Source: an optimization exercise on an open RTL-to-GDS flow (aim: small area and a short achievable clock period). Production flows keep margins and buffers that such runs may drop. At most, simulation tests tie the RTL to the original design; equivalence was not proved. No functional check of the RTL was part of runs 2 to 5. Power and IR drop assume default switching activity.

**flow/constraint.sdc**
```tcl
create_clock -name core_clock -period 10.0 [get_ports {clk}]
set_input_delay 2.0000 -clock core_clock [delete_from_list [all_inputs] [get_ports {clk}]]
set_output_delay 2.0000 -clock core_clock [all_outputs]
set_load 0.01 [all_outputs]
```
**flow/config.mk**
```make
export PLATFORM = sky130hd
export DESIGN_NAME = iitb_proc
export DESIGN_NICKNAME = iitb_proc
export VERILOG_FILES = /design/flow/design.v
export SDC_FILE = /design/flow/constraint.sdc
export NUM_CORES = 4
export LEC_CHECK = 0
export CAP_MARGIN = 20
export CORE_MARGIN = 2
export CORE_UTILIZATION = 30
export PLACE_DENSITY = 0.4
export SLEW_MARGIN = 20
```
**flow/run.sh**
```bash
#!/bin/bash
# synth_recipe.tcl (not shown) runs the flow's synth.tcl, then flattens the netlist and writes it again
# the make line also repeats each setting of config.mk as NAME=value (left out here)
make -C /OpenROAD-flow-scripts/flow DESIGN_CONFIG=/design/flow/config.mk WORK_HOME=/design/flow/orfs CLKGATE_MAP_FILE= SYNTH_SCRIPT=/design/flow/synth_recipe.tcl finish
```
**flow/design.v**
```verilog
module iitb_proc (clk, reset, i_mem_addr, i_mem_data, reg1, reg2, reg3, reg4, reg5, reg6, reg7);
input clk, reset;
output [15:0] i_mem_addr;
input [15:0] i_mem_data;
output [15:0] reg1, reg2, reg3, reg4, reg5, reg6, reg7;
reg         first;               
reg  [15:0] irf, pc_f;           
reg  [4:0]  d_op;                
reg  [2:0]  d_ra, d_rc;
reg  [8:0]  d_imm;               
reg         d_cimm;
reg  [15:0] pc_d;
reg  [4:0]  e_op;                
reg  [2:0]  e_rc;
reg         e_alu, e_compl;
reg  [15:0] out_d1, out_d2, brj;
reg         sig1_q, sig2_q;
reg  [15:0] frm_q;
reg  [15:0] alu_q;               
reg  [6:0]  m_addr;
reg         m_rd, m_wr, m_wb, m_alu;
reg  [2:0]  m_rc;
reg         fc, fz;
reg  [1:0]  wbdis;
reg  [15:0] rd_data;             
reg         w_wb, w_alu;
reg  [2:0]  w_rc;
reg  [15:0] R0;
reg  [15:0] R1, R2, R3, R4, R5, R6, R7;
assign i_mem_addr = R0;
assign reg1 = R1; assign reg2 = R2; assign reg3 = R3; assign reg4 = R4;
assign reg5 = R5; assign reg6 = R6; assign reg7 = R7;
always @(posedge clk or posedge reset)
	if (reset) begin
		first <= 1'b1;
		irf <= 16'd0;
		pc_f <= 16'd0;
	end else begin
		first <= 1'b0;
		irf <= first ? 16'd0 : i_mem_data;
		pc_f <= R0;
	end
wire [3:0] opc = irf[15:12];
wire [2:0] fn = irf[2:0];
wire d_hold = (opc == 4'b0010) && (fn[1:0] == 2'b11);
reg  [4:0] dn_op;
reg  [2:0] dn_ra, dn_rc;
reg        dn_cimm;
always @(*) begin
	dn_op = 5'd0;
	dn_ra = irf[11:9];
	dn_rc = irf[11:9];
	dn_cimm = 1'b0;
	case (opc)
	4'b0000: begin dn_op = 5'd0; dn_rc = irf[8:6]; dn_cimm = 1'b1; end
	4'b0001: begin
		dn_rc = irf[5:3];
		case (fn)
		3'b000: dn_op = 5'd1;
		3'b010: dn_op = 5'd2;
		3'b001: dn_op = 5'd3;
		3'b011: dn_op = 5'd4;
		3'b100: dn_op = 5'd5;
		3'b110: dn_op = 5'd6;
		3'b101: dn_op = 5'd7;
		default: dn_op = 5'd8;
		endcase
	end
	4'b0010: begin
		dn_rc = irf[5:3];
		case (fn)
		3'b000: dn_op = 5'd9;
		3'b010: dn_op = 5'd10;
		3'b001: dn_op = 5'd11;
		3'b100: dn_op = 5'd12;
		3'b110: dn_op = 5'd13;
		default: dn_op = 5'd14;
		endcase
	end
	4'b0011: begin dn_op = 5'd15; dn_ra = irf[8:6]; dn_cimm = 1'b1; end
	4'b0100: begin dn_op = 5'd16; dn_ra = irf[8:6]; dn_cimm = 1'b1; end
	4'b0101: begin dn_op = 5'd17; dn_cimm = 1'b1; end   
	4'b1000: dn_op = 5'd20;
	4'b1001: dn_op = 5'd21;
	4'b1010: dn_op = 5'd22;
	4'b1100: begin dn_op = 5'd23; dn_cimm = 1'b1; end
	4'b1101: dn_op = 5'd24;
	4'b1111: begin dn_op = 5'd25; dn_cimm = 1'b1; end
	default: dn_rc = irf[5:3];
	endcase
end
always @(posedge clk or posedge reset)
	if (reset) begin
		d_op <= 5'd0;
		d_ra <= 3'd0;
		d_rc <= 3'd0;
		d_imm <= 9'd0;
		d_cimm <= 1'b0;
		pc_d <= 16'd0;
	end else begin
		if (!d_hold) begin
			d_op <= dn_op;
			d_ra <= dn_ra;
			d_rc <= dn_rc;
			d_imm <= irf[8:0];
			d_cimm <= dn_cimm;
		end
		pc_d <= pc_f;
	end
wire [4:0]  f = d_op;
wire [2:0]  ra = d_ra, rb = d_imm[8:6];
wire        f_alu = (f != 5'd0) && (f < 5'd15);
wire        f_jump = (f == 5'd23) || (f == 5'd24) || (f == 5'd25);
wire        f_sw = (f == 5'd17);
wire        f_lli = (f == 5'd15);
wire        f_compl = (f == 5'd5) || (f == 5'd6) || (f == 5'd7) || (f == 5'd8) ||
                      (f == 5'd12) || (f == 5'd13) || (f == 5'd14);
wire [15:0] sext6 = {{10{d_imm[5]}}, d_imm[5:0]};
wire [15:0] zext9 = {7'd0, d_imm};
reg [15:0] rA, rB;
always @(*) begin
	case (ra)
	3'd0: rA = R0; 3'd1: rA = R1; 3'd2: rA = R2; 3'd3: rA = R3;
	3'd4: rA = R4; 3'd5: rA = R5; 3'd6: rA = R6; default: rA = R7;
	endcase
	case (rb)
	3'd0: rB = R0; 3'd1: rB = R1; 3'd2: rB = R2; 3'd3: rB = R3;
	3'd4: rB = R4; 3'd5: rB = R5; 3'd6: rB = R6; default: rB = R7;
	endcase
end
wire [15:0] alu_fwd;
wire        f_upd = f_alu && (e_alu || m_alu || w_alu);
wire [2:0]  fw_rc = w_alu ? w_rc : m_alu ? m_rc : e_rc;
wire [15:0] fw_val = w_alu ? rd_data : m_alu ? alu_q : alu_fwd;
wire        sig1 = f_upd ? (fw_rc == ra) : sig1_q;
wire        sig2 = f_upd ? (fw_rc == rb) : sig2_q;
wire [15:0] frm = f_upd ? fw_val : frm_q;
wire [15:0] d1n = sig1 ? frm : f_jump ? pc_d + 16'd2 : rA;
wire [15:0] d2n = sig2 ? frm : f_sw ? rB + sext6 : d_cimm ? (f_lli ? zext9 : sext6) : rB;
wire        bj;
wire [15:0] r0n = first ? 16'd0 :
                  bj ? brj :
                  (f == 5'd23) ? pc_d + {zext9[14:0], 1'b0} :
                  (f == 5'd24) ? rB :
                  (f == 5'd25) ? rA + {zext9[14:0], 1'b0} :
                  R0 + 16'd2;
always @(posedge clk or posedge reset)
	if (reset) begin
		e_op <= 5'd0;
		e_rc <= 3'd0;
		e_alu <= 1'b0;
		e_compl <= 1'b0;
		out_d1 <= 16'd0;
		out_d2 <= 16'd0;
		brj <= 16'd0;
		sig1_q <= 1'b0;
		sig2_q <= 1'b0;
		frm_q <= 16'd0;
		R0 <= 16'd0;
	end else begin
		e_op <= f;
		e_rc <= d_rc;
		e_alu <= f_alu;
		e_compl <= f_compl;
		out_d1 <= d1n;
		out_d2 <= d2n;
		brj <= pc_d + {sext6[14:0], 1'b0};
		sig1_q <= sig1;
		sig2_q <= sig2;
		frm_q <= frm;
		R0 <= r0n;
	end
wire [15:0] wd = rd_data;
always @(posedge clk) begin
	if (reset) R1 <= 16'd1; else if (w_wb && w_rc == 3'd1) R1 <= wd;
	if (reset) R2 <= 16'd2; else if (w_wb && w_rc == 3'd2) R2 <= wd;
	if (reset) R3 <= 16'd3; else if (w_wb && w_rc == 3'd3) R3 <= wd;
	if (reset) R4 <= 16'd4; else if (w_wb && w_rc == 3'd4) R4 <= wd;
	if (reset) R5 <= 16'd5; else if (w_wb && w_rc == 3'd5) R5 <= wd;
	if (reset) R6 <= 16'h8000; else if (w_wb && w_rc == 3'd6) R6 <= wd;
	if (reset) R7 <= 16'h8000; else if (w_wb && w_rc == 3'd7) R7 <= wd;
end
wire [4:0]  x = e_op;
wire [15:0] op1 = out_d1, op2 = out_d2;
wire        x_add = (x < 5'd9);
wire        x_nand = (x > 5'd8) && (x < 5'd15);
wire        x_jump = (x == 5'd23) || (x == 5'd24) || (x == 5'd25);
wire        x_cc = (x == 5'd2) || (x == 5'd6) || (x == 5'd10) || (x == 5'd13);
wire        x_cz = (x == 5'd3) || (x == 5'd7) || (x == 5'd11) || (x == 5'd14);
wire        x_unc = (x == 5'd0) || (x == 5'd1) || (x == 5'd4) || (x == 5'd5) || (x == 5'd8) ||
                    (x == 5'd9) || (x == 5'd12) || (x == 5'd15) || (x == 5'd16) ||
                    (x == 5'd23) || (x == 5'd24);
wire        cin = ((x == 5'd4) || (x == 5'd8)) && fc;
wire [15:0] opb = op2 ^ {16{e_compl}};
wire [16:0] sum = {1'b0, op1} + {1'b0, opb} + {16'd0, e_compl} + {16'd0, cin};
wire [15:0] opr2 = e_compl ? (~op2 + 16'd1) : op2;
wire [15:0] nand_out = ~(op1 & opr2);
assign alu_fwd = x_add ? sum[15:0] : nand_out;
wire [15:0] alu_n = x_add ? sum[15:0] : x_nand ? nand_out :
                    ((x == 5'd15) || (x == 5'd16)) ? op2 : op1;
wire        eq = (op1 == op2);
wire        lt = (op1 < op2);
assign bj = ((x == 5'd20) && eq) || ((x == 5'd21) && lt) || ((x == 5'd22) && (lt || eq));
wire        wb_n = (wbdis == 2'd0) && ((x_cc && fc) || (x_cz && fz) || x_unc);
wire        fc_n = (wbdis == 2'd0) ? (!e_compl && sum[16]) : fc;
wire        fz_n = (wbdis != 2'd0) ? fz :
                   x_add ? (sum[15:0] == 16'd0) :
                   x_nand ? (nand_out == 16'd0) : fz;
always @(posedge clk or posedge reset)
	if (reset) begin
		alu_q <= 16'd0;
		m_addr <= 7'd0;
		m_rd <= 1'b0;
		m_wr <= 1'b0;
		m_wb <= 1'b0;
		m_alu <= 1'b0;
		m_rc <= 3'd0;
		fc <= 1'b0;
		fz <= 1'b0;
		wbdis <= 2'd0;
	end else begin
		alu_q <= alu_n;
		m_addr <= (x == 5'd16) ? sum[6:0] : op2[6:0];
		m_rd <= (x == 5'd16);
		m_wr <= (x == 5'd17);
		m_wb <= wb_n;
		m_alu <= e_alu;
		m_rc <= e_rc;
		fc <= fc_n;
		fz <= fz_n;
		wbdis <= bj ? 2'd3 : x_jump ? 2'd2 : (wbdis != 2'd0) ? wbdis - 2'd1 : 2'd0;
	end
wire [5:0] oi = m_addr[6:1];
wire [5:0] ei = m_addr[6:1] + {5'd0, m_addr[0]};
wire [7:0] wd_e = m_addr[0] ? alu_q[15:8] : alu_q[7:0];
wire [7:0] wd_o = m_addr[0] ? alu_q[7:0] : alu_q[15:8];
localparam [47:0] INIT_E = 48'h33_84_03_02_01_06;    
localparam [47:0] INIT_O = 48'h99_40_20_80_40_00;    
reg [511:0] ebank, obank;
genvar j;
generate for (j = 0; j < 64; j = j + 1) begin : bank
	always @(posedge clk) begin
		if (reset || (m_wr && ei == j))
			ebank[8*j +: 8] <= reset ? ((j < 6) ? INIT_E[8*j +: 8] : 8'd0) : wd_e;
		if (reset || (m_wr && oi == j))
			obank[8*j +: 8] <= reset ? ((j < 6) ? INIT_O[8*j +: 8] : 8'd0) : wd_o;
	end
end endgenerate
wire [7:0] rd_e = ebank[8*ei +: 8];
wire [7:0] rd_o = obank[8*oi +: 8];
wire [15:0] rd_n = m_addr[0] ? {rd_e, rd_o} : {rd_o, rd_e};
always @(posedge clk or posedge reset)
	if (reset) begin
		rd_data <= 16'd0;
		w_wb <= 1'b0;
		w_alu <= 1'b0;
		w_rc <= 3'd0;
	end else begin
		rd_data <= m_rd ? rd_n : alu_q;
		w_wb <= m_wb;
		w_alu <= m_alu;
		w_rc <= m_rc;
	end
endmodule
```
==> impl_metrics.toml, run 1 <==
[logic_synthesis]
syn-cell-area_mm2 = 0.0608
ys_warn_count = 1
synth.ff_latch_count = 1353
yosysUniqueCellTypes = 87
yosys.area.top_type = "sky130_fd_sc_hd__edfxtp_1"
synth_area_leaders = "sky130_fd_sc_hd__edfxtp_1 (51%), sky130_fd_sc_hd__mux4_2 (13%), sky130_fd_sc_hd__dfrtp_1 (8.9%)"
syn_nets = 4341
synth_area_per_cell_um2 = 14.4
synth-main-ff-cell = "sky130_fd_sc_hd__edfxtp_1"
synth-edff-count = 1024
synth_cells = 4224
share_of_synthesized_area_occupied_by_flip_flops_and_latches_pct = 63.2
asyncSetResetFlopFracSynth_pct = 16.0
post-synth-top-area-fraction_pct = 50.6

[routing]
drt-pass1-iter-count = 5
vias = 37500
drt.antenna.violating_nets = 0
drt-vias-per-instance = 5.22
drc = 0
route.detailed.wl_per_inst_um = 27.9
detail_route.iter0.violations = 3753
detail_route.wirelength_mm = 201

[clocking]
cts_made_buffers = 159
cts.path.max_buffers = 3
post_cts_buffers = 0
cts.reportedPaths.clkPinSlew_ns = 0.06
cts_hold_repair.buffers = 0
ctsResizeCount = 0
clock_sinks = 1353
cts_tree = "yes"
clkLatencyLatePin_ns = 0.81
cts-htree-levels = 4
clock-root-buffer = "sky130_fd_sc_hd__clkbuf_16"

[timing]
hold_viol = 0
setup_viol = 0
finalMaxSlewViolations = 0
slew_headroom_pct = 25.0
finalWorstPathRequiredPeriod_ns = 5.08
rsz0062_at_grt = "false"
tightest_slew_ns = 1.12
finalSetupTns_ns = 0
fin_worst_hold_slack_ns = 0.322
final_min_period_over_clock_period_pct = 50.8
skew_ns = 0.0418
maxClockFrequency_mhz = 197

[finish]
multiInputGateArea_mm2 = 0.0212
fin_cells = 7183
drive_above_1_share_pct = 18.5
final_nets = 4490
seqCellArea_mm2 = 0.0384
fillerInstances = 19500
layout.cells.most_common_list = "sky130_fd_sc_hd__edfxtp_1 (1,024), sky130_fd_sc_hd__nand2_1 (561), sky130_fd_sc_hd__mux4_2 (347)"
layout_commonest_cell = "sky130_fd_sc_hd__edfxtp_1"
biggest_registers_after_layout = "ebank (512), obank (512)"
area_growth_pct = 16.8

[grt]
globalRouteTotalUtil_pct = 19.3
grt_pass1_vias = 37500
total_overflow_reported_by_the_global_router = 0
wire_length_of_the_first_global_routing_pass_mm = 287
initial_antenna_violation_count = 11
grt_start_max_net_pins = 158

[power_and_ir_drop]
p_leak_nw = 25.4
vdd.ir_drop.worst_v = 0.000218
power.density_cell_area_mw_per_mm2 = 314

[floorplan]
design.portCount = 146
floorplan.die_area_mm2 = 0.206
die_extent_in_x_um = 454
fp-row-count = 165
initial_utilization_pct = 30.1
die_height_um = 454
core_mm2 = 0.202

[hold_path]
hold_path.class = "register to register"

[outcome]
status = "complete, no violations"

[critical_path]
crit_path_start_kind = "register"
path_max_fanout = 57
setup.worst_path.end_class = "register"
cp_data_required_time_ns = 10.68
worst-r2r-setup-slack_ns = 4.92
arrival_time_of_data_at_the_critical_path_endpoint_ns = 5.76
critPathKind = "register to register"

[placed_design]
dp.cells = 6881
portbufs = 145
dp_hpwl_mm = 135
routabilityCongestion = 0.901

[run]
max_cap_viol_count = 0
==> synthesized netlist by cell type, types with 8 or more instances <==
cell type	instances
sky130_fd_sc_hd__buf_1	32
sky130_fd_sc_hd__ha_1	95
sky130_fd_sc_hd__and3_1	21
sky130_fd_sc_hd__a221oi_1	23
sky130_fd_sc_hd__or2_2	18
sky130_fd_sc_hd__a22oi_1	11
sky130_fd_sc_hd__nand3b_1	9
sky130_fd_sc_hd__edfxtp_1	1024
sky130_fd_sc_hd__a211oi_1	47
sky130_fd_sc_hd__o21ai_0	138
sky130_fd_sc_hd__nand2b_1	20
sky130_fd_sc_hd__dfxtp_1	112
sky130_fd_sc_hd__or3_1	15
sky130_fd_sc_hd__mux2i_1	98
sky130_fd_sc_hd__o211ai_1	19
sky130_fd_sc_hd__nor2_1	236
sky130_fd_sc_hd__clkbuf_1	187
sky130_fd_sc_hd__mux2_2	36
sky130_fd_sc_hd__nand3_1	74
sky130_fd_sc_hd__a21o_1	29
sky130_fd_sc_hd__nor4_1	8
sky130_fd_sc_hd__nor3_1	41
sky130_fd_sc_hd__o21a_1	15
sky130_fd_sc_hd__xor2_1	43
sky130_fd_sc_hd__nand2_1	561
sky130_fd_sc_hd__o31ai_1	25
sky130_fd_sc_hd__clkbuf_2	12
sky130_fd_sc_hd__mux4_2	347
sky130_fd_sc_hd__and2_1	13
sky130_fd_sc_hd__inv_1	73
sky130_fd_sc_hd__nor2b_1	42
sky130_fd_sc_hd__dfrtp_1	216
sky130_fd_sc_hd__buf_2	40
sky130_fd_sc_hd__o22ai_1	31
sky130_fd_sc_hd__xnor2_1	78
sky130_fd_sc_hd__nand4_1	13
sky130_fd_sc_hd__a31oi_1	21
sky130_fd_sc_hd__a21oi_1	248
sky130_fd_sc_hd__a311oi_1	12
==> stage by stage <==
step           worst slack (ns)  instance area (um2)  power, mW  utilization (%)
6_report                   4.92                71000       22.3             35.2
5_1_grt                    4.65                71000       23.4             35.2
4_1_cts                    4.77                71000       22.6             35.2
3_5_place_dp               4.80                65600       16.7             32.5
3_3_place_gp               4.78                65600       16.7             32.5
2_1_floorplan              2.96                60800       13.6                -
==> logic make-up (layout without fill, tap and decap cells) <==
kind of cell	after synthesis	in the layout	share of synthesized area (%)
XOR/XNOR	121	121	1.74
AO/OA/AOI/OAI	718	718	7.56
adder cells (fa/ha/maj)	100	100	2.10
flip-flops	1353	1353	63.2
buffers and inverters	353	638	2.38
other	1	3	0.00617
multiplexers	481	481	15.1
AND/OR/NAND/NOR	1097	1097	7.89
==> area by class of cell <==
class	count	area share, %
multi-input cells	2518	29.8
well taps	2672	4.71
repair buffers	268	3.44
clock inverters	90	1.42
clock buffers	207	6.11
diodes	2	0.00704
inverters	73	0.396
flip-flops and latches	1353	54.1
==> report_power, final <==
group / internal [mW] / switching [mW]
Combinational: 3.38 / 4.38
Clock: 3.42 / 2.47
Sequential: 7.71 / 0.952
==> path summary, 6_finish.rpt <==
| kind | to | from | depth (start not counted) |
|---|---|---|---|
| min in group asynchronous | rd_data[3]$_DFF_PP0_ | reset | 2 |
| setup reg to reg | out_d2[15]$_DFF_PP0_ | d_imm[7]$_DFFE_PP0N_ | 13 |
| hold reg to reg | pc_d[1]$_DFF_PP0_ | pc_f[1]$_DFF_PP0_ | 0 |
| max in group asynchronous | first$_DFF_PP1_ | reset | 5 |
| setup / recovery | out_d2[15]$_DFF_PP0_ | d_imm[7]$_DFFE_PP0N_ | 13 |
| hold / removal | pc_d[1]$_DFF_PP0_ | pc_f[1]$_DFF_PP0_ | 0 |
==> routing by layer <==
layer	share of wire, %	up-vias	GRT usage, %
met5	0	-	0
met4	2.3	0	5.12
met3	4.4	236	2.50
met2	48	985	31.1
met1	46	19700	27.4
li1	-	16500	-
==> critical path, cell delays in order, from the launching register on <==
cell                        delay, ns
sky130_fd_sc_hd__dfrtp_2         0.33
sky130_fd_sc_hd__buf_4           0.56
sky130_fd_sc_hd__nand3_1         0.79
sky130_fd_sc_hd__o22ai_1         0.65
sky130_fd_sc_hd__inv_1           0.09
sky130_fd_sc_hd__ha_1            0.21
sky130_fd_sc_hd__nor3_1          0.34
sky130_fd_sc_hd__a221oi_1        0.21
sky130_fd_sc_hd__a2111oi_0       0.69
sky130_fd_sc_hd__o31ai_1         0.26
sky130_fd_sc_hd__a31oi_1         0.25
sky130_fd_sc_hd__xnor2_1         0.14
sky130_fd_sc_hd__a21oi_1         0.08
sky130_fd_sc_hd__mux2_2          0.28
==> run 2, diff against run 1 <==
--- a/flow/design.v
+++ b/flow/design.v
@@ -173,11 +173,11 @@
 wire [15:0] wd = rd_data;
 always @(posedge clk) begin
-	if (reset) R1 <= 16'd1; else if (w_wb && w_rc == 3'd1) R1 <= wd;
-	if (reset) R2 <= 16'd2; else if (w_wb && w_rc == 3'd2) R2 <= wd;
-	if (reset) R3 <= 16'd3; else if (w_wb && w_rc == 3'd3) R3 <= wd;
-	if (reset) R4 <= 16'd4; else if (w_wb && w_rc == 3'd4) R4 <= wd;
-	if (reset) R5 <= 16'd5; else if (w_wb && w_rc == 3'd5) R5 <= wd;
-	if (reset) R6 <= 16'h8000; else if (w_wb && w_rc == 3'd6) R6 <= wd;
-	if (reset) R7 <= 16'h8000; else if (w_wb && w_rc == 3'd7) R7 <= wd;
+	if (reset || (w_wb && w_rc == 3'd1)) R1 <= reset ? 16'd1 : wd;
+	if (reset || (w_wb && w_rc == 3'd2)) R2 <= reset ? 16'd2 : wd;
+	if (reset || (w_wb && w_rc == 3'd3)) R3 <= reset ? 16'd3 : wd;
+	if (reset || (w_wb && w_rc == 3'd4)) R4 <= reset ? 16'd4 : wd;
+	if (reset || (w_wb && w_rc == 3'd5)) R5 <= reset ? 16'd5 : wd;
+	if (reset || (w_wb && w_rc == 3'd6)) R6 <= reset ? 16'h8000 : wd;
+	if (reset || (w_wb && w_rc == 3'd7)) R7 <= reset ? 16'h8000 : wd;
 end
 wire [4:0]  x = e_op;
@@ -238,15 +238,25 @@
 localparam [47:0] INIT_O = 48'h99_40_20_80_40_00;    
 reg [511:0] ebank, obank;
-genvar j;
+wire [63:0] dec_e = 64'd1 << ei;
+wire [63:0] dec_o = 64'd1 << oi;
+genvar j, b;
 generate for (j = 0; j < 64; j = j + 1) begin : bank
 	always @(posedge clk) begin
-		if (reset || (m_wr && ei == j))
+		if (reset || (m_wr && dec_e[j]))
 			ebank[8*j +: 8] <= reset ? ((j < 6) ? INIT_E[8*j +: 8] : 8'd0) : wd_e;
-		if (reset || (m_wr && oi == j))
+		if (reset || (m_wr && dec_o[j]))
 			obank[8*j +: 8] <= reset ? ((j < 6) ? INIT_O[8*j +: 8] : 8'd0) : wd_o;
 	end
 end endgenerate
-wire [7:0] rd_e = ebank[8*ei +: 8];
-wire [7:0] rd_o = obank[8*oi +: 8];
+wire [7:0] rd_e, rd_o;
+generate for (b = 0; b < 8; b = b + 1) begin : rdbit
+	wire [63:0] ecol, ocol;
+	for (j = 0; j < 64; j = j + 1) begin : col
+		assign ecol[j] = ebank[8*j + b];
+		assign ocol[j] = obank[8*j + b];
+	end
+	assign rd_e[b] = |(ecol & dec_e);
+	assign rd_o[b] = |(ocol & dec_o);
+end endgenerate
 wire [15:0] rd_n = m_addr[0] ? {rd_e, rd_o} : {rd_o, rd_e};
 always @(posedge clk or posedge reset)
--- a/flow/config.mk
+++ b/flow/config.mk
@@ -8,5 +8,5 @@
 export CAP_MARGIN = 20
 export CORE_MARGIN = 2
-export CORE_UTILIZATION = 30
-export PLACE_DENSITY = 0.4
+export CORE_UTILIZATION = 45
+export PLACE_DENSITY = 0.55
 export SLEW_MARGIN = 20
==> run 2 against run 1 <==
  * Combinational power decreased by about 20%
  * Count of clock-buffer cells in the layout decreased by 21
  * Routed wire length increased by 14%
  * Via count increased by 17%
  * Cell count decreased by 6.9%
  * Sequential share of layout area increased by 3.1 points
  * Highest routed layer is now met5
  * Critical path type unchanged
  * Critical path depth decreased by 2
  * Setup slack got worse by 0.29 ns
  * Synthesized cell count increased by 8.6%
  * Flip-flop and latch count unchanged
==> impl_metrics.toml, run 2 <==
[placed_design]
dp_hpwl_mm = 156
portbufs = 145
dp.cells = 6417
routabilityCongestion = 0.950

[critical_path]
worstRegToRegCells = 11
setup.worst_path.end_class = "register"
critical_path_cell_sequence = "ha_1 -> ha_1 -> nor2b_1 -> nand2_1 -> a211oi_1 -> buf_4 -> a2111oi_0 -> nand3_1 -> or4_1 -> nor3_1 -> o22ai_1"
crit_path_start_kind = "register"
regToRegEndpoint = "rd_data[14]$_DFF_PP0_"
arrival_time_of_data_at_the_critical_path_endpoint_ns = 6.00
critical-path-slowest-cell = "sky130_fd_sc_hd__a2111oi_0"
critPathLaunch = "m_addr[1]$_DFF_PP0_"
critPathMaxStageDelay_ns = 1.02
cp.depth = 11
cpMostUsedCell = "sky130_fd_sc_hd__ha_1"
worst-r2r-setup-slack_ns = 4.63
crit_path_end = "rd_data[14]$_DFF_PP0_"
critPathKind = "register to register"
worstPathBufferInverterCount = 1
path_max_fanout = 18
r2r-start = "m_addr[1]$_DFF_PP0_"
cp_data_required_time_ns = 10.63
cp_top_family = "simple AND/OR/NAND/NOR gates"

[logic_synthesis]
synth-compound-area-share_pct = 14.4
fraction_of_synthesized_area_in_multiplexers_pct = 2.55
synth-edff-count = 1136
share_of_synthesized_area_occupied_by_flip_flops_and_latches_pct = 66.0
synth_area_leaders = "sky130_fd_sc_hd__edfxtp_1 (57%), sky130_fd_sc_hd__dfrtp_1 (9.0%), sky130_fd_sc_hd__a22oi_1 (4.3%)"
syn-cell-area_mm2 = 0.0600
ys_warn_count = 1
yosys.area.top_type = "sky130_fd_sc_hd__edfxtp_1"
yosysUniqueCellTypes = 103
synth.ff_latch_count = 1353
leading_post_synthesis_cells_by_instance_count = "sky130_fd_sc_hd__edfxtp_1 (1,136), sky130_fd_sc_hd__nand2_1 (520), sky130_fd_sc_hd__a22oi_1 (341)"
asyncSetResetFlopFracSynth_pct = 16.0
synthXorXnorAreaFrac_pct = 1.76
synth-main-ff-cell = "sky130_fd_sc_hd__edfxtp_1"
syn_nets = 4704
synth_top_family_by_area = "compound AO/OA/AOI/OAI gates"
synth_area_per_cell_um2 = 13.1
post-synth-top-area-fraction_pct = 56.9
synth-adder-area-share_pct = 2.13
synth_simple_gate_area_share_pct = 10.9
yosys.cell_count.top_type = "sky130_fd_sc_hd__edfxtp_1"
synth_cells = 4587

[power_and_ir_drop]
netSwitchingFraction_pct = 37.0
vdd.ir_drop.worst_v = 0.000189
p_leak_nw = 25.5
power_report.internal_total_mw = 13.0
sequential_share_of_power_pct = 43.2
pwr-share-comb_pct = 30.0
total_switching_power_mw = 7.65
power_frac_clock_pct = 26.8
power.density_cell_area_mw_per_mm2 = 299

[floorplan]
design.portCount = 146
die_height_um = 369
initial_utilization_pct = 45.5
die_extent_in_x_um = 369
floorplan.die_area_mm2 = 0.136
fp-row-count = 133
core_mm2 = 0.132

[timing]
tightest_slew_ns = 1.16
hold_viol = 0
maxClockFrequency_mhz = 186
finalMaxSlewViolations = 0
setup_viol = 0
finalWorstPathRequiredPeriod_ns = 5.37
finalSetupTns_ns = 0
final_min_period_over_clock_period_pct = 53.7
slew_headroom_pct = 20.6
rsz0062_at_grt = "false"
skew_ns = 0.0284

[clocking]
clkLatencyLatePin_ns = 0.81
cts.path.max_buffers = 3
cts_made_buffers = 145
cts_tree = "yes"
cts_hold_repair.buffers = 0
cts.reportedPaths.clkPinSlew_ns = 0.06
ctsResizeCount = 0
clock-root-buffer = "sky130_fd_sc_hd__clkbuf_16"
clock_sinks = 1353
post_cts_buffers = 0
cts-htree-levels = 4

[grt]
met3_usage_pct = 6.82
total_overflow_reported_by_the_global_router = 0
wire_length_of_the_first_global_routing_pass_mm = 318
groute.layer.met2.usage_pct = 50.0
top_usage_layer = "met2"
initial_antenna_violation_count = 4
grt_start_max_net_pins = 86
grt.met1_usage_pct = 46.1
globalRouteTotalUtil_pct = 33.1
grt_pass1_vias = 41200

[finish]
fin_cells = 6686
fillerInstances = 11200
drive_above_1_share_pct = 11.2
layout_commonest_cell = "sky130_fd_sc_hd__edfxtp_1"
finish.utilization_pct = 52.4
final_nets = 4926
seqCellArea_mm2 = 0.0396
biggest_registers_after_layout = "ebank (512), obank (512)"
multiInputGateArea_mm2 = 0.0194
layout.cells.most_common_list = "sky130_fd_sc_hd__edfxtp_1 (1,136), sky130_fd_sc_hd__nand2_1 (520), sky130_fd_sc_hd__a22oi_1 (341)"
area_growth_pct = 15.2

[routing]
drt-pass1-iter-count = 6
detail_route.wirelength_mm = 229
drt-vias-per-instance = 6.57
drc = 0
detail_route.iter0.violations = 6651
vias = 43900
drt.antenna.violating_nets = 0
route.detailed.wl_per_inst_um = 34.2

[outcome]
status = "complete, no violations"

[hold_path]
hold_path.class = "register to register"

[run]
max_cap_viol_count = 0
run 2: changes by cell type after synthesis, sizes merged, moves of 36 or more:
cell / delta
nor2: +45
edfxtp: +112
a32oi: +42
nor3: +52
nand4: +75
mux4: -327
a22oi: +332
dfxtp: -112
nand2: -38
a21oi: -103
nand3: +36
run 2: kinds of logic after synthesis:
kind of cell             after synthesis
multiplexers                         124
AO/OA/AOI/OAI                       1184
other                                  1
AND/OR/NAND/NOR                     1372
adder cells (fa/ha/maj)              100
XOR/XNOR                             119
flip-flops                          1353
buffers and inverters                334
run 2: how the worst min path moves through the flow:
| stage | start | to | slack, ns | cells past startpoint |
|---|---|---|---|---|
| 2_1_floorplan | pc_f[0]$_DFF_PP0_ | pc_d[0]$_DFF_PP0_ | 0.33 | 0 |
| 3_3_place_gp | pc_f[6]$_DFF_PP0_ | pc_d[6]$_DFF_PP0_ | 0.33 | 0 |
| 3_5_place_dp | pc_f[0]$_DFF_PP0_ | pc_d[0]$_DFF_PP0_ | 0.34 | 0 |
| 4_1_cts | pc_f[2]$_DFF_PP0_ | pc_d[2]$_DFF_PP0_ | 0.35 | 0 |
| 5_1_grt | pc_f[2]$_DFF_PP0_ | pc_d[2]$_DFF_PP0_ | 0.35 | 0 |
| 6_report | pc_f[2]$_DFF_PP0_ | pc_d[2]$_DFF_PP0_ | 0.34 | 0 |
run 2: worst reg2reg max path: cells and delay by family (launching register included):
family | cells | cell delay (ns)
simple gates | 5 | 1.97
flops | 1 | 0.51
fa+ha+maj | 2 | 1.18
compound gates | 3 | 1.31
buf+inv | 1 | 0.23
run 2: layout make-up:
cell class,count,share of cell area [%]
antenna,2,0.00724
clock buffer,186,5.64
clock inverter,81,1.45
inverter,94,0.522
multi-input combinational,2900,28.0
sequential,1353,57.2
tap,1755,3.18
timing repair buffer,315,3.94
run 2: power by group through the flow:
stage          clock, mW  combinational (mW)  sequential [mW]
4_1_cts             5.59                6.02             8.90
6_report            5.55                6.19             8.93
2_1_floorplan          0                3.48             8.55
3_3_place_gp           0                5.96             8.98
3_5_place_dp           0                6.00             9.00
5_1_grt             5.80                6.49             9.02
run 2: routing by layer:
| layer | vias to the layer above | wire [um] |
|---|---|---|
| met2 | 2933 | 102000 |
| met5 | - | 101 |
| li1 | 18400 | - |
| met1 | 22100 | 91000 |
| met4 | 4 | 11600 |
| met3 | 504 | 24300 |
run 2: through the flow:
stage | setup slack (ns) | instance area, um2 | hold slack, ns | total power, mW
2_1_floorplan | 2.67 | 60000 | 0.331 | 12.0
3_3_place_gp | 5.00 | 64200 | 0.331 | 14.9
3_5_place_dp | 4.93 | 64200 | 0.336 | 15.0
4_1_cts | 4.89 | 69100 | 0.347 | 20.5
5_1_grt | 4.50 | 69100 | 0.348 | 21.3
6_report | 4.63 | 69100 | 0.340 | 20.7
==> run 3, diff against run 2 <==
--- a/flow/config.mk
+++ b/flow/config.mk
@@ -6,7 +6,9 @@
 export NUM_CORES = 4
 export LEC_CHECK = 0
+export ABC_CLOCK_PERIOD_IN_PS = 3500
 export CAP_MARGIN = 20
 export CORE_MARGIN = 2
 export CORE_UTILIZATION = 45
 export PLACE_DENSITY = 0.55
+export SETUP_SLACK_MARGIN = 5
 export SLEW_MARGIN = 20
==> run 3 against run 2 <==
  * Still clean
  * Area after synthesis did not move
  * Via count rose by 0.22%
  * Synthesized cell count did not move
  * Clock power fell by 3%
  * Design area barely moved
  * Largest power group unchanged
==> impl_metrics.toml, run 3 <==
[outcome]
status = "complete, no violations"

[finish]
drive_above_1_share_pct = 11.2
area_growth_pct = 15.2
fillerInstances = 11300
layout_commonest_cell = "sky130_fd_sc_hd__edfxtp_1"
final_nets = 4935
multiInputGateArea_mm2 = 0.0194
biggest_registers_after_layout = "ebank (512), obank (512)"
seqCellArea_mm2 = 0.0396
layout.cells.most_common_list = "sky130_fd_sc_hd__edfxtp_1 (1,136), sky130_fd_sc_hd__nand2_1 (518), sky130_fd_sc_hd__a22oi_1 (341)"

[logic_synthesis]
synth-main-ff-cell = "sky130_fd_sc_hd__edfxtp_1"
synth_cells = 4587
yosys.area.top_type = "sky130_fd_sc_hd__edfxtp_1"
syn-cell-area_mm2 = 0.0600
synth-edff-count = 1136
ys_warn_count = 1
share_of_synthesized_area_occupied_by_flip_flops_and_latches_pct = 66.0
yosysUniqueCellTypes = 103
synth_area_leaders = "sky130_fd_sc_hd__edfxtp_1 (57%), sky130_fd_sc_hd__dfrtp_1 (9.0%), sky130_fd_sc_hd__a22oi_1 (4.3%)"
synth.ff_latch_count = 1353
leading_post_synthesis_cells_by_instance_count = "sky130_fd_sc_hd__edfxtp_1 (1,136), sky130_fd_sc_hd__nand2_1 (520), sky130_fd_sc_hd__a22oi_1 (341)"
asyncSetResetFlopFracSynth_pct = 16.0
post-synth-top-area-fraction_pct = 56.9
yosys.cell_count.top_type = "sky130_fd_sc_hd__edfxtp_1"
synth_area_per_cell_um2 = 13.1
syn_nets = 4704

[critical_path]
critical_path_cell_sequence = "ha_1 -> ha_2 -> and3_1 -> a2111o_2 -> and2_1 -> nor3_1 -> o2bb2ai_1 -> or4_1 -> or4_1 -> a221o_1"
setup.worst_path.end_class = "register"
cpMostUsedCell = "sky130_fd_sc_hd__or4_1"
cp_data_required_time_ns = 10.68
worst-r2r-setup-slack_ns = 5.16
path_max_fanout = 17
crit_path_start_kind = "register"
r2r-start = "m_addr[1]$_DFF_PP0_"
critPathLaunch = "m_addr[1]$_DFF_PP0_"
worstRegToRegCells = 10
critPathMaxStageDelay_ns = 0.73
regToRegEndpoint = "rd_data[0]$_DFF_PP0_"
critPathKind = "register to register"
critical-path-slowest-cell = "sky130_fd_sc_hd__or4_1"
arrival_time_of_data_at_the_critical_path_endpoint_ns = 5.52

[power_and_ir_drop]
p_leak_nw = 25.5
netSwitchingFraction_pct = 37.4
sequential_share_of_power_pct = 43.4
power.density_cell_area_mw_per_mm2 = 299
power_report.internal_total_mw = 12.9
fin_total_pwr_mw = 20.6
power_frac_clock_pct = 26.2
total_switching_power_mw = 7.72
vdd.ir_drop.worst_v = 0.000185
pwr-share-comb_pct = 30.4

[timing]
finalWorstSetupSlack_ns = 5.16
setup_viol = 0
rsz0062_at_grt = "true"
finalSetupTns_ns = 0
maxClockFrequency_mhz = 206
hold_viol = 0
finalWorstPathRequiredPeriod_ns = 4.84
tightest_slew_ns = 1.20
final_min_period_over_clock_period_pct = 48.4
slew_headroom_pct = 19.4
skew_ns = 0.0334
finalMaxSlewViolations = 0

[clocking]
clock_sinks = 1353
cts.path.max_buffers = 3
cts_tree = "yes"
clkLatencyLatePin_ns = 0.81
cts_hold_repair.buffers = 0
clock-root-buffer = "sky130_fd_sc_hd__clkbuf_16"
cts.reportedPaths.clkPinSlew_ns = 0.06
cts-htree-levels = 4
cts_made_buffers = 146

[routing]
drt-vias-per-instance = 6.58
drt-pass1-iter-count = 7
drt.antenna.violating_nets = 0
detail_route.iter0.violations = 6910
detail_route.wirelength_mm = 231
drc = 0
vias = 44000
route.detailed.wl_per_inst_um = 34.5

[placed_design]
routabilityCongestion = 0.971
dp_hpwl_mm = 159
portbufs = 145
dp_slack_ns = 4.93

[floorplan]
floorplan.die_area_mm2 = 0.136
die_height_um = 369
core_mm2 = 0.132
design.portCount = 146
fp-row-count = 133
initial_utilization_pct = 45.5
die_extent_in_x_um = 369

[grt]
total_overflow_reported_by_the_global_router = 0
initial_antenna_violation_count = 8
globalRouteTotalUtil_pct = 33.5
grt_start_max_net_pins = 119
wire_length_of_the_first_global_routing_pass_mm = 321
grt_pass1_vias = 41100

[hold_path]
hold_path_startpoint = "pc_f[3]$_DFF_PP0_"
hold_end = "pc_d[3]$_DFF_PP0_"
worstHoldPathCells = 0
hold_path.class = "register to register"

[run]
max_cap_viol_count = 0
==> run 3: worst max-delay path: cells and delay by family, from the launching register on <==
kind	cells	cell delay (ns)
AND/OR/NAND/NOR	5	2.37
flip-flops	1	0.55
adder cells (fa/ha/maj)	2	0.76
AO/OA/AOI/OAI	3	1.04
==> run 3: through the flow <==
| stage | hold WS (ns) | utilization, % | cell area, um2 | instances |
|---|---|---|---|---|
| final | 0.339 | 52.4 | 69100 | 6691 |
| after floorplan | 0.331 | - | 60000 | 4587 |
| after global routing | 0.354 | 52.4 | 69100 | 6690 |
| after detailed placement | 0.336 | 48.7 | 64200 | 6419 |
| after CTS | 0.346 | 52.3 | 69000 | 6684 |
| after global placement | 0.332 | 48.7 | 64200 | 6418 |
==> run 3: per-layer routing <==
layer / track usage, % / share of wire (%) / up-vias
met2: 51.5 / 45 / 2797
met5: 0 / 0.023 / -
met3: 6.62 / 10 / 522
met1: 46.6 / 40 / 22300
met4: 13.8 / 4.6 / 8
li1: - / - / 18400
==> run 3: power by group through the flow <==
stage	clock (mW)	combinational (mW)	sequential (mW)
after floorplan	0	3.48	8.55
after global placement	0	6.05	9.01
after detailed placement	0	6.08	9.02
after CTS	5.43	6.11	8.92
after global routing	5.66	6.59	9.05
final	5.39	6.27	8.96
==> run 3: area by class of cell <==
class                      instances  share of cell area [%]
inverter                          94                   0.522
antenna                            1                 0.00362
timing repair buffer             323                    4.09
clock buffer                     185                    5.64
clock inverter                    80                    1.22
tap                             1755                    3.18
sequential                      1353                    57.3
multi-input combinational       2900                    28.1
==> run 3: timing repair <==
| action | in CTS | in global routing |
|---|---|---|
| resized for setup | 3 | 11 |
| setup endpoints to repair | 5 | 13 |
| pin swaps | 0 | 2 |
| setup buffers | 0 | 4 |
| endpoints found under the hold margin | 0 | 0 |
| gates cloned | 0 | 0 |
==> run 3: cell families after synthesis <==
kind of cell    count (synthesis)  synth area share (%)
flops                        1353                  66.0
other cells                     1               0.00625
fa+ha+maj                     100                  2.13
simple gates                 1372                  10.9
buf+inv                       334                  2.27
mux                           124                  2.55
compound gates               1184                  14.4
xor+xnor                      119                  1.76
==> run 3: worst max path at each step <==
stage,cells past startpoint,to,slack [ns]
after global placement,15,out_d2[14]$_DFF_PP0_,4.99
final,10,rd_data[0]$_DFF_PP0_,5.16
after global routing,15,out_d2[14]$_DFF_PP0_,4.92
after detailed placement,11,rd_data[15]$_DFF_PP0_,4.93
after CTS,11,rd_data[14]$_DFF_PP0_,5.07
after floorplan,19,R0[15]$_DFF_PP0_,5.42
==> run 4, diff against run 3 <==
--- a/flow/design.v
+++ b/flow/design.v
@@ -18,5 +18,6 @@
 reg  [15:0] frm_q;
 reg  [15:0] alu_q;               
-reg  [6:0]  m_addr;
+reg  [5:0]  m_ei, m_oi;
+reg         m_a0;
 reg         m_rd, m_wr, m_wb, m_alu;
 reg  [2:0]  m_rc;
@@ -35,10 +36,10 @@
 		first <= 1'b1;
 		irf <= 16'd0;
-		pc_f <= 16'd0;
 	end else begin
 		first <= 1'b0;
 		irf <= first ? 16'd0 : i_mem_data;
-		pc_f <= R0;
-	end
+	end
+always @(posedge clk)
+	pc_f <= R0;
 wire [3:0] opc = irf[15:12];
 wire [2:0] fn = irf[2:0];
@@ -93,19 +94,17 @@
 	if (reset) begin
 		d_op <= 5'd0;
-		d_ra <= 3'd0;
 		d_rc <= 3'd0;
-		d_imm <= 9'd0;
-		d_cimm <= 1'b0;
-		pc_d <= 16'd0;
-	end else begin
-		if (!d_hold) begin
-			d_op <= dn_op;
-			d_ra <= dn_ra;
-			d_rc <= dn_rc;
-			d_imm <= irf[8:0];
-			d_cimm <= dn_cimm;
-		end
-		pc_d <= pc_f;
-	end
+	end else if (!d_hold) begin
+		d_op <= dn_op;
+		d_rc <= dn_rc;
+	end
+always @(posedge clk) begin
+	if (!d_hold) begin
+		d_ra <= dn_ra;
+		d_imm <= irf[8:0];
+		d_cimm <= dn_cimm;
+	end
+	pc_d <= pc_f;
+end
 wire [4:0]  f = d_op;
 wire [2:0]  ra = d_ra, rb = d_imm[8:6];
@@ -139,7 +138,8 @@
 wire [15:0] d2n = sig2 ? frm : f_sw ? rB + sext6 : d_cimm ? (f_lli ? zext9 : sext6) : rB;
 wire        bj;
+wire [15:0] pc_off = pc_d + {(f == 5'd23) ? zext9[14:0] : sext6[14:0], 1'b0};
 wire [15:0] r0n = first ? 16'd0 :
                   bj ? brj :
-                  (f == 5'd23) ? pc_d + {zext9[14:0], 1'b0} :
+                  (f == 5'd23) ? pc_off :
                   (f == 5'd24) ? rB :
                   (f == 5'd25) ? rA + {zext9[14:0], 1'b0} :
@@ -151,10 +151,6 @@
 		e_alu <= 1'b0;
 		e_compl <= 1'b0;
-		out_d1 <= 16'd0;
-		out_d2 <= 16'd0;
-		brj <= 16'd0;
 		sig1_q <= 1'b0;
 		sig2_q <= 1'b0;
-		frm_q <= 16'd0;
 		R0 <= 16'd0;
 	end else begin
@@ -163,12 +159,14 @@
 		e_alu <= f_alu;
 		e_compl <= f_compl;
-		out_d1 <= d1n;
-		out_d2 <= d2n;
-		brj <= pc_d + {sext6[14:0], 1'b0};
 		sig1_q <= sig1;
 		sig2_q <= sig2;
-		frm_q <= frm;
 		R0 <= r0n;
 	end
+always @(posedge clk) begin
+	out_d1 <= d1n;
+	out_d2 <= d2n;
+	brj <= pc_off;
+	frm_q <= frm;
+end
 wire [15:0] wd = rd_data;
 always @(posedge clk) begin
@@ -207,32 +205,32 @@
                    x_add ? (sum[15:0] == 16'd0) :
                    x_nand ? (nand_out == 16'd0) : fz;
-always @(posedge clk or posedge reset)
-	if (reset) begin
-		alu_q <= 16'd0;
-		m_addr <= 7'd0;
+wire [6:0]  maddr = (x == 5'd16) ? sum[6:0] : op2[6:0];
+always @(posedge clk or posedge reset)
+	if (reset) begin
 		m_rd <= 1'b0;
 		m_wr <= 1'b0;
 		m_wb <= 1'b0;
 		m_alu <= 1'b0;
-		m_rc <= 3'd0;
-		fc <= 1'b0;
-		fz <= 1'b0;
 		wbdis <= 2'd0;
 	end else begin
-		alu_q <= alu_n;
-		m_addr <= (x == 5'd16) ? sum[6:0] : op2[6:0];
 		m_rd <= (x == 5'd16);
 		m_wr <= (x == 5'd17);
 		m_wb <= wb_n;
 		m_alu <= e_alu;
-		m_rc <= e_rc;
-		fc <= fc_n;
-		fz <= fz_n;
 		wbdis <= bj ? 2'd3 : x_jump ? 2'd2 : (wbdis != 2'd0) ? wbdis - 2'd1 : 2'd0;
 	end
-wire [5:0] oi = m_addr[6:1];
-wire [5:0] ei = m_addr[6:1] + {5'd0, m_addr[0]};
-wire [7:0] wd_e = m_addr[0] ? alu_q[15:8] : alu_q[7:0];
-wire [7:0] wd_o = m_addr[0] ? alu_q[7:0] : alu_q[15:8];
+always @(posedge clk) begin
+	alu_q <= alu_n;
+	m_a0 <= maddr[0];
+	m_oi <= maddr[6:1];
+	m_ei <= maddr[6:1] + {5'd0, maddr[0]};
+	m_rc <= e_rc;
+	fc <= fc_n;
+	fz <= fz_n;
+end
+wire [5:0] oi = m_oi;
+wire [5:0] ei = m_ei;
+wire [7:0] wd_e = m_a0 ? alu_q[15:8] : alu_q[7:0];
+wire [7:0] wd_o = m_a0 ? alu_q[7:0] : alu_q[15:8];
 localparam [47:0] INIT_E = 48'h33_84_03_02_01_06;    
 localparam [47:0] INIT_O = 48'h99_40_20_80_40_00;    
@@ -259,16 +257,16 @@
 	assign rd_o[b] = |(ocol & dec_o);
 end endgenerate
-wire [15:0] rd_n = m_addr[0] ? {rd_e, rd_o} : {rd_o, rd_e};
-always @(posedge clk or posedge reset)
-	if (reset) begin
-		rd_data <= 16'd0;
+wire [15:0] rd_n = m_a0 ? {rd_e, rd_o} : {rd_o, rd_e};
+always @(posedge clk or posedge reset)
+	if (reset) begin
 		w_wb <= 1'b0;
 		w_alu <= 1'b0;
-		w_rc <= 3'd0;
-	end else begin
-		rd_data <= m_rd ? rd_n : alu_q;
+	end else begin
 		w_wb <= m_wb;
 		w_alu <= m_alu;
-		w_rc <= m_rc;
-	end
+	end
+always @(posedge clk) begin
+	rd_data <= m_rd ? rd_n : alu_q;
+	w_rc <= m_rc;
+end
 endmodule
==> flow/flow/run.sh (new file) <==
#!/bin/bash
# Layout flow: the standard ORFS flow (standard synthesis unchanged), with
# timing repair aimed below the 10 ns period so that the achieved period is short.
set -euo pipefail
cd "$(dirname "$0")/.."
bash standard.sh SETUP_SLACK_MARGIN=6.5 finish > flow_orfs.log 2>&1
==> flow/standard.sh (new file) <==
#!/bin/bash
# synth_recipe.tcl (not shown) runs the flow's synth.tcl, then flattens the netlist and writes it again
# the make line also repeats each setting of config.mk as NAME=value (left out here)
make -C /OpenROAD-flow-scripts/flow DESIGN_CONFIG=/design/flow/config.mk WORK_HOME=/design/flow/orfs CLKGATE_MAP_FILE= SYNTH_SCRIPT=/design/flow/synth_recipe.tcl "${@:-finish}"
--- a/flow/config.mk
+++ b/flow/config.mk
@@ -9,6 +9,5 @@
 export CAP_MARGIN = 20
 export CORE_MARGIN = 2
-export CORE_UTILIZATION = 45
-export PLACE_DENSITY = 0.55
-export SETUP_SLACK_MARGIN = 5
+export CORE_UTILIZATION = 30
+export PLACE_DENSITY = 0.4
 export SLEW_MARGIN = 20
removed: flow/run.sh
==> run 4 against run 3 <==
  * Still clean on timing, DRC and antenna
  * Sequential power increased by 4.1%
  * First-iteration DRC count decreased by 25%
  * Area after synthesis decreased by 3.0%
  * Global-route usage decreased by 7.9 points
  * Combinational power increased by 1%
  * Hold slack got worse by 0.037 ns
  * Non-clock buffer count increased by 182
  * Critical endpoint is now rd_data[9]$_DFF_P_
==> impl_metrics.toml, run 4 <==
[logic_synthesis]
share_of_synthesized_area_occupied_by_flip_flops_and_latches_pct = 67.1
synth_simple_gate_area_share_pct = 11.3
asyncSetResetFlopFracSynth_pct = 4.49
syn-cell-area_mm2 = 0.0582
yosys.area.top_type = "sky130_fd_sc_hd__edfxtp_1"
synth_area_leaders = "sky130_fd_sc_hd__edfxtp_1 (59%), sky130_fd_sc_hd__a22oi_1 (6.5%), sky130_fd_sc_hd__dfxtp_1 (5.1%)"
fraction_of_synthesized_area_in_multiplexers_pct = 2.81
synthXorXnorAreaFrac_pct = 1.64
synth_top_family_by_area = "compound AO/OA/AOI/OAI gates"
synth-adder-area-share_pct = 2.12
yosysUniqueCellTypes = 98
synth.ff_latch_count = 1359
yosys.cell_count.top_type = "sky130_fd_sc_hd__edfxtp_1"
synth-compound-area-share_pct = 13.0
syn_nets = 4546
synth_cells = 4432
post-synth-top-area-fraction_pct = 59.4
synth_area_per_cell_um2 = 13.1
synth-main-ff-cell = "sky130_fd_sc_hd__edfxtp_1"
leading_post_synthesis_cells_by_instance_count = "sky130_fd_sc_hd__edfxtp_1 (1,151), sky130_fd_sc_hd__nand2_1 (605), sky130_fd_sc_hd__a22oi_1 (503)"
ys_warn_count = 1
synth-edff-count = 1151

[timing]
setup_viol = 0
finalWorstPathRequiredPeriod_ns = 3.65
skew_ns = 0.0530
finalSetupTns_ns = 0
hold_viol = 0
final_min_period_over_clock_period_pct = 36.5
maxClockFrequency_mhz = 274
tightest_slew_ns = 1.18
slew_headroom_pct = 20.9
finalMaxSlewViolations = 0
rsz0062_at_grt = "true"
finalWorstSetupSlack_ns = 6.35

[routing]
drt-pass1-iter-count = 6
drt.antenna.violating_nets = 0
detail_route.iter0.violations = 5181
drc = 0
drt-vias-per-instance = 5.62
detail_route.wirelength_mm = 258
vias = 42400
route.detailed.wl_per_inst_um = 34.2

[grt]
grt_pass1_vias = 40700
wire_length_of_the_first_global_routing_pass_mm = 349
total_overflow_reported_by_the_global_router = 0
globalRouteTotalUtil_pct = 25.5
grt_start_max_net_pins = 87
initial_antenna_violation_count = 6

[placed_design]
portbufs = 145
dp.cells = 7054
dp_hpwl_mm = 178
routabilityCongestion = 0.948
dp_slack_ns = 4.98

[clocking]
cts_made_buffers = 156
cts.reportedPaths.clkPinSlew_ns = 0.06
clkLatencyLatePin_ns = 0.84
cts_tree = "yes"
cts.path.max_buffers = 3
clock_sinks = 1359
cts-htree-levels = 4
clock-root-buffer = "sky130_fd_sc_hd__clkbuf_16"

[critical_path]
setup.worst_path.end_class = "register"
cp_data_required_time_ns = 10.71
critical_path_cell_sequence = "or2_4 -> nor2_1 -> buf_4 -> a22oi_1 -> nand3_1 -> nor3_2 -> nand4_1 -> mux2_2 -> mux2_2"
path_max_fanout = 16
critical-path-slowest-cell = "sky130_fd_sc_hd__dfxtp_1"
arrival_time_of_data_at_the_critical_path_endpoint_ns = 4.37
critPathMaxStageDelay_ns = 0.57
crit_path_start_kind = "register"
cp_top_family = "simple AND/OR/NAND/NOR gates"
cpMostUsedCell = "sky130_fd_sc_hd__mux2_2"
critPathKind = "register to register"
worstPathBufferInverterCount = 1

[floorplan]
initial_utilization_pct = 30.2
die_extent_in_x_um = 444
die_height_um = 444
floorplan.die_area_mm2 = 0.197
core_mm2 = 0.193
fp-row-count = 161
design.portCount = 146

[run]
max_cap_viol_count = 0

[finish]
drive_above_1_share_pct = 21.1
final_nets = 5014
layout.cells.most_common_list = "sky130_fd_sc_hd__edfxtp_1 (1,151), sky130_fd_sc_hd__nand2_1 (599), sky130_fd_sc_hd__a22oi_1 (492)"
fillerInstances = 18700
area_growth_pct = 22.0
biggest_registers_after_layout = "ebank (512), obank (512)"
fin_cells = 7557
multiInputGateArea_mm2 = 0.0192
seqCellArea_mm2 = 0.0391
layout_commonest_cell = "sky130_fd_sc_hd__edfxtp_1"

[power_and_ir_drop]
power.density_cell_area_mw_per_mm2 = 301
p_leak_nw = 26.3
vdd.ir_drop.worst_v = 0.000162

[outcome]
status = "complete, no violations"

[hold_path]
hold_path.class = "register to register"
[run 4: through the flow]
stage,hold slack [ns],area [um2],power (mW),utilization [%]
4_1_cts,0.305,69900,21.1,36.3
2_1_floorplan,0.310,58400,11.9,-
5_1_grt,0.317,70900,22.2,36.8
6_report,0.303,70900,21.4,36.8
3_5_place_dp,0.312,63300,15.0,32.9
3_3_place_gp,0.313,63300,15.1,32.9
[run 4: cells by family (layout without fill, tap and decap cells)]
group | after synthesis | count (layout)
AND/OR/NAND/NOR | 1410 | 1410
AO/OA/AOI/OAI | 1040 | 1040
other | 1 | 4
flip-flops | 1359 | 1359
XOR/XNOR | 109 | 109
multiplexers | 138 | 138
buffers and inverters | 279 | 875
adder cells (fa/ha/maj) | 96 | 96
[run 4: per-layer routing]
layer	global-route usage [%]	routed length (um)	vias up
li1	-	-	18200
met1	37.1	116000	22100
met2	38.8	115000	1871
met3	4.10	19000	346
met4	8.07	8500	2
met5	0	13	-
[run 4: path summary, 6_finish.rpt]
path | endpoint | slack (ns) | from | cells after the start
worst max-delay path | rd_data[9]$_DFF_P_ | 6.35 | m_ei[3]$_DFF_P_ | 9
worst min-delay path | pc_d[6]$_DFF_P_ | 0.30 | pc_f[6]$_DFF_P_ | 0
worst max register to register | rd_data[9]$_DFF_P_ | 6.35 | m_ei[3]$_DFF_P_ | 9
worst min register to register | pc_d[6]$_DFF_P_ | 0.30 | pc_f[6]$_DFF_P_ | 0
max in group asynchronous | e_compl$_DFF_PP0_ | 7.82 | reset | 3
min in group asynchronous | irf[0]$_DFF_PP0_ | 1.27 | reset | 2
[run 4: report_power, final]
group          internal, mW  switching [mW]
clock network          3.19            2.47
registers              8.12            1.21
logic                  2.14            4.21
total                  13.5            7.90
[run 4: final cells by class]
class | instances | area share (%)
Timing Repair Buffer | 505 | 5.88
Inverter | 84 | 0.497
Clock inverter | 72 | 1.06
Clock buffer | 214 | 6.00
Antenna cell | 3 | 0.0106
Multi-Input combinational cell | 2794 | 27.0
Tap cell | 2526 | 4.46
Sequential cell | 1359 | 55.1
[run 4: repair_timing]
item | 4_1_cts | 5_1_grt
hold buffers | 0 | 0
endpoints found under the hold margin | 0 | 0
gates resized for setup | 727 | 110
cloned | 8 | 2
setup buffers | 148 | 56
endpoints found under the setup margin | 970 | 329
pin swaps | 32 | 41
==> run 5, diff against run 4 <==
--- a/flow/config.mk
+++ b/flow/config.mk
@@ -10,4 +10,6 @@
 export CORE_MARGIN = 2
 export CORE_UTILIZATION = 30
+export CTS_CLUSTER_DIAMETER = 100
+export CTS_CLUSTER_SIZE = 30
 export PLACE_DENSITY = 0.4
 export SLEW_MARGIN = 20
==> run 5 against run 4 <==
  * Fmax is 1.0% lower
  * Setup slack worse by 0.038 ns
  * First-iteration DRC count is 6.6% higher
  * Flip-flop and latch count stayed put
  * Core utilization is 1.3 points lower
  * Critical path type unchanged
==> impl_metrics.toml, run 5 <==
[timing]
finalWorstPathRequiredPeriod_ns = 3.69
skew_ns = 0.0702
tightest_slew_ns = 1.18
hold_viol = 0
setup_viol = 0
slew_headroom_pct = 21.3
final_min_period_over_clock_period_pct = 36.9
finalMaxSlewViolations = 0
rsz0062_at_grt = "true"
finalSetupTns_ns = 0
maxClockFrequency_mhz = 271

[finish]
drive_above_1_share_pct = 19.2
area_growth_pct = 17.7
biggest_registers_after_layout = "ebank (512), obank (512)"
final_nets = 4917
fillerInstances = 18900
layout.cells.most_common_list = "sky130_fd_sc_hd__edfxtp_1 (1,151), sky130_fd_sc_hd__nand2_1 (597), sky130_fd_sc_hd__a22oi_1 (485)"
layout_commonest_cell = "sky130_fd_sc_hd__edfxtp_1"
finish.utilization_pct = 35.6

[clocking]
cts_tree = "yes"
clkLatencyLatePin_ns = 0.77
clock_sinks = 1359
cts.reportedPaths.clkPinSlew_ns = 0.12
cts-htree-levels = 3
cts_hold_repair.buffers = 0
clock-root-buffer = "sky130_fd_sc_hd__clkbuf_16"
cts.path.max_buffers = 3
cts_made_buffers = 66

[placed_design]
portbufs = 145
dp_hpwl_mm = 178
routabilityCongestion = 0.948

[logic_synthesis]
yosys.cell_count.top_type = "sky130_fd_sc_hd__edfxtp_1"
synth-main-ff-cell = "sky130_fd_sc_hd__edfxtp_1"
leading_post_synthesis_cells_by_instance_count = "sky130_fd_sc_hd__edfxtp_1 (1,151), sky130_fd_sc_hd__nand2_1 (605), sky130_fd_sc_hd__a22oi_1 (503)"
synth_cells = 4432
synth_area_leaders = "sky130_fd_sc_hd__edfxtp_1 (59%), sky130_fd_sc_hd__a22oi_1 (6.5%), sky130_fd_sc_hd__dfxtp_1 (5.1%)"
yosysUniqueCellTypes = 98
synth-edff-count = 1151
synth_area_per_cell_um2 = 13.1
ys_warn_count = 1
post-synth-top-area-fraction_pct = 59.4
asyncSetResetFlopFracSynth_pct = 4.49
yosys.area.top_type = "sky130_fd_sc_hd__edfxtp_1"
syn_nets = 4546
synth.ff_latch_count = 1359
syn-cell-area_mm2 = 0.0582
share_of_synthesized_area_occupied_by_flip_flops_and_latches_pct = 67.1

[routing]
met3_length_mm = 16.0
drc = 0
drt.antenna.violating_nets = 0
drt-vias-per-instance = 5.65
detail_route.iter0.violations = 5525
drt-pass1-iter-count = 6
route.detailed.wl_per_inst_um = 34.8
maxUsedRoutingLayer = "met4"
vias = 41700
routedLengthMet1_mm = 117
dr_wl_met2_mm = 115
detail_route.wirelength_mm = 256

[critical_path]
worst-r2r-setup-slack_ns = 6.31
crit_path_end = "fz$_DFFE_PP_"
worstRegToRegCells = 12
critPathLaunch = "e_compl$_DFF_PP0_"
critPathKind = "register to register"
cp_data_required_time_ns = 10.56
path_max_fanout = 20
regToRegEndpoint = "fz$_DFFE_PP_"
r2r-start = "e_compl$_DFF_PP0_"
setup.worst_path.end_class = "register"
arrival_time_of_data_at_the_critical_path_endpoint_ns = 4.25
crit_path_start_kind = "register"

[power_and_ir_drop]
power.density_cell_area_mw_per_mm2 = 280
fin_total_pwr_mw = 19.2
vdd.ir_drop.worst_v = 0.000156
p_leak_nw = 25.0

[grt]
grt_start_max_net_pins = 87
globalRouteTotalUtil_pct = 25.2
total_overflow_reported_by_the_global_router = 0
wire_length_of_the_first_global_routing_pass_mm = 346
grt_pass1_vias = 39700
initial_antenna_violation_count = 4

[floorplan]
design.portCount = 146
core_mm2 = 0.193
initial_utilization_pct = 30.2
fp-row-count = 161
die_height_um = 444
die_extent_in_x_um = 444
floorplan.die_area_mm2 = 0.197

[hold_path]
hold_path.class = "register to register"

[outcome]
status = "complete, no violations"

[run]
max_cap_viol_count = 0
-- run 5: cell counts after synthesis --
No cell type changed its count.
-- run 5: kinds of logic after synthesis --
| kind of cell | count (synthesis) | share of synthesized area (%) |
|---|---|---|
| and+or+nand+nor | 1410 | 11.3 |
| other | 1 | 0.00645 |
| buffers and inverters | 279 | 2.00 |
| xor gates and xnor gates | 109 | 1.64 |
| AOI/OAI and AO/OA | 1040 | 13.0 |
| muxes | 138 | 2.81 |
| DFF | 1359 | 67.1 |
| adders and majority gates | 96 | 2.12 |
-- run 5: what timing repair did --
| item | 4_1_cts | 5_1_grt |
|---|---|---|
| gates cloned | 8 | 3 |
| endpoints found under the setup margin | 974 | 339 |
| buffers inserted | 144 | 52 |
| gates resized for setup | 569 | 151 |
| pin swaps | 30 | 63 |
-- run 5: area by class of cell --
type	count	area, um2	area share (%)
flip-flops and latches	1359	39100	57.1
multi-input cells	2794	19400	28.4
repair buffers	497	4210	6.15
well taps	2526	3160	4.62
clock buffers	77	1740	2.53
clock inverters	34	495	0.724
inverters	84	350	0.512
diodes	5	12.5	0.0183
repair inverters	1	11.3	0.0164
-- run 5: layer usage --
metal | global-route usage (%) | vias up
met5 | 0 | -
met4 | 7.53 | 0
met3 | 2.85 | 283
met2 | 38.6 | 1736
met1 | 37.4 | 21800
li1 | - | 17800
-- run 5: through the flow --
| stage | hold slack [ns] | area (um2) | cells | worst slack (ns) |
|---|---|---|---|---|
| after floorplan | 0.310 | 58400 | 4432 | 6.19 |
| after global placement | 0.313 | 63300 | 7054 | 5.04 |
| after detailed placement | 0.312 | 63300 | 7054 | 4.98 |
| after CTS | 0.337 | 67300 | 7317 | 6.31 |
| after global routing | 0.342 | 68500 | 7374 | 6.19 |
| final | 0.335 | 68500 | 7377 | 6.31 |
-- run 5: critical path, cell delays in order (launching register included) --
cell                        delay, ns
sky130_fd_sc_hd__dfrtp_2         0.44
sky130_fd_sc_hd__buf_12          0.17
sky130_fd_sc_hd__xor2_1          0.17
sky130_fd_sc_hd__ha_1            0.34
sky130_fd_sc_hd__ha_4            0.25
sky130_fd_sc_hd__a211o_1         0.30
sky130_fd_sc_hd__a21o_4          0.25
sky130_fd_sc_hd__a2111oi_4       0.36
sky130_fd_sc_hd__o21ai_2         0.10
sky130_fd_sc_hd__a222oi_1        0.37
sky130_fd_sc_hd__nand4_1         0.22
sky130_fd_sc_hd__nor4_2          0.24
sky130_fd_sc_hd__a21o_1          0.25
-- run 5: report_power, final --
group          leakage (nW)  switching (mW)  total [mW]  internal (mW)
clock network          1.07            2.08        3.44           1.36
logic                  10.2            4.26        6.42           2.16
registers              13.7            1.21        9.31           8.10
-- run 5: worst min-delay path by stage --
| stage | startpoint | endpoint | slack [ns] | cells past startpoint |
|---|---|---|---|---|
| floorplan | pc_f[0]$_DFF_P_ | pc_d[0]$_DFF_P_ | 0.31 | 0 |
| global placement | pc_f[0]$_DFF_P_ | pc_d[0]$_DFF_P_ | 0.31 | 0 |
| detailed placement | pc_f[4]$_DFF_P_ | pc_d[4]$_DFF_P_ | 0.31 | 0 |
| CTS | pc_f[13]$_DFF_P_ | pc_d[13]$_DFF_P_ | 0.34 | 0 |
| global route | pc_f[12]$_DFF_P_ | pc_d[12]$_DFF_P_ | 0.34 | 0 |
| finish | pc_f[7]$_DFF_P_ | pc_d[7]$_DFF_P_ | 0.34 | 0 |

[static timing again, ports no longer ideal]
Ports are ideal in the flow. The routed layouts listed here were re-timed in OpenROAD. Step 1, drivers: a clkbuf_16 drives clk and a buf_2 each remaining input, both assumed. Step 2 moves the port delays by t, midway between the first and last clock arrival at a register: inputs arrive t later, outputs are due t later. That takes back most of the time a late clock gives input paths. Three values: ideal ports, drivers, drivers and shift; two values: the first two.
| run | t (ns) | setup slack, ns | worst setup path after step 2 | worst data-port slew with drivers (ns) |
|---|---|---|---|---|
| run 1 | 0.879 | 4.925 / 4.925 / 4.925 | register to register | 0.04 |
| run 2 | 0.873 | 4.631 / 4.631 / 4.631 | register to register | 0.07 |
| run 3 | 0.869 | 5.156 / 5.156 / 5.156 | register to register | 0.06 |
| run 4 | 0.901 | 6.348 / 6.345 / 5.731 | input to register | 0.04 |
| run 5 | 0.824 | 6.309 / 6.309 / 5.877 | input to register | 0.04 |
After both steps setup and hold are still met in every run listed. For run 4, which loses most, drivers alone change the setup slack by -0.003 ns; drivers and shift together by -0.617 ns.
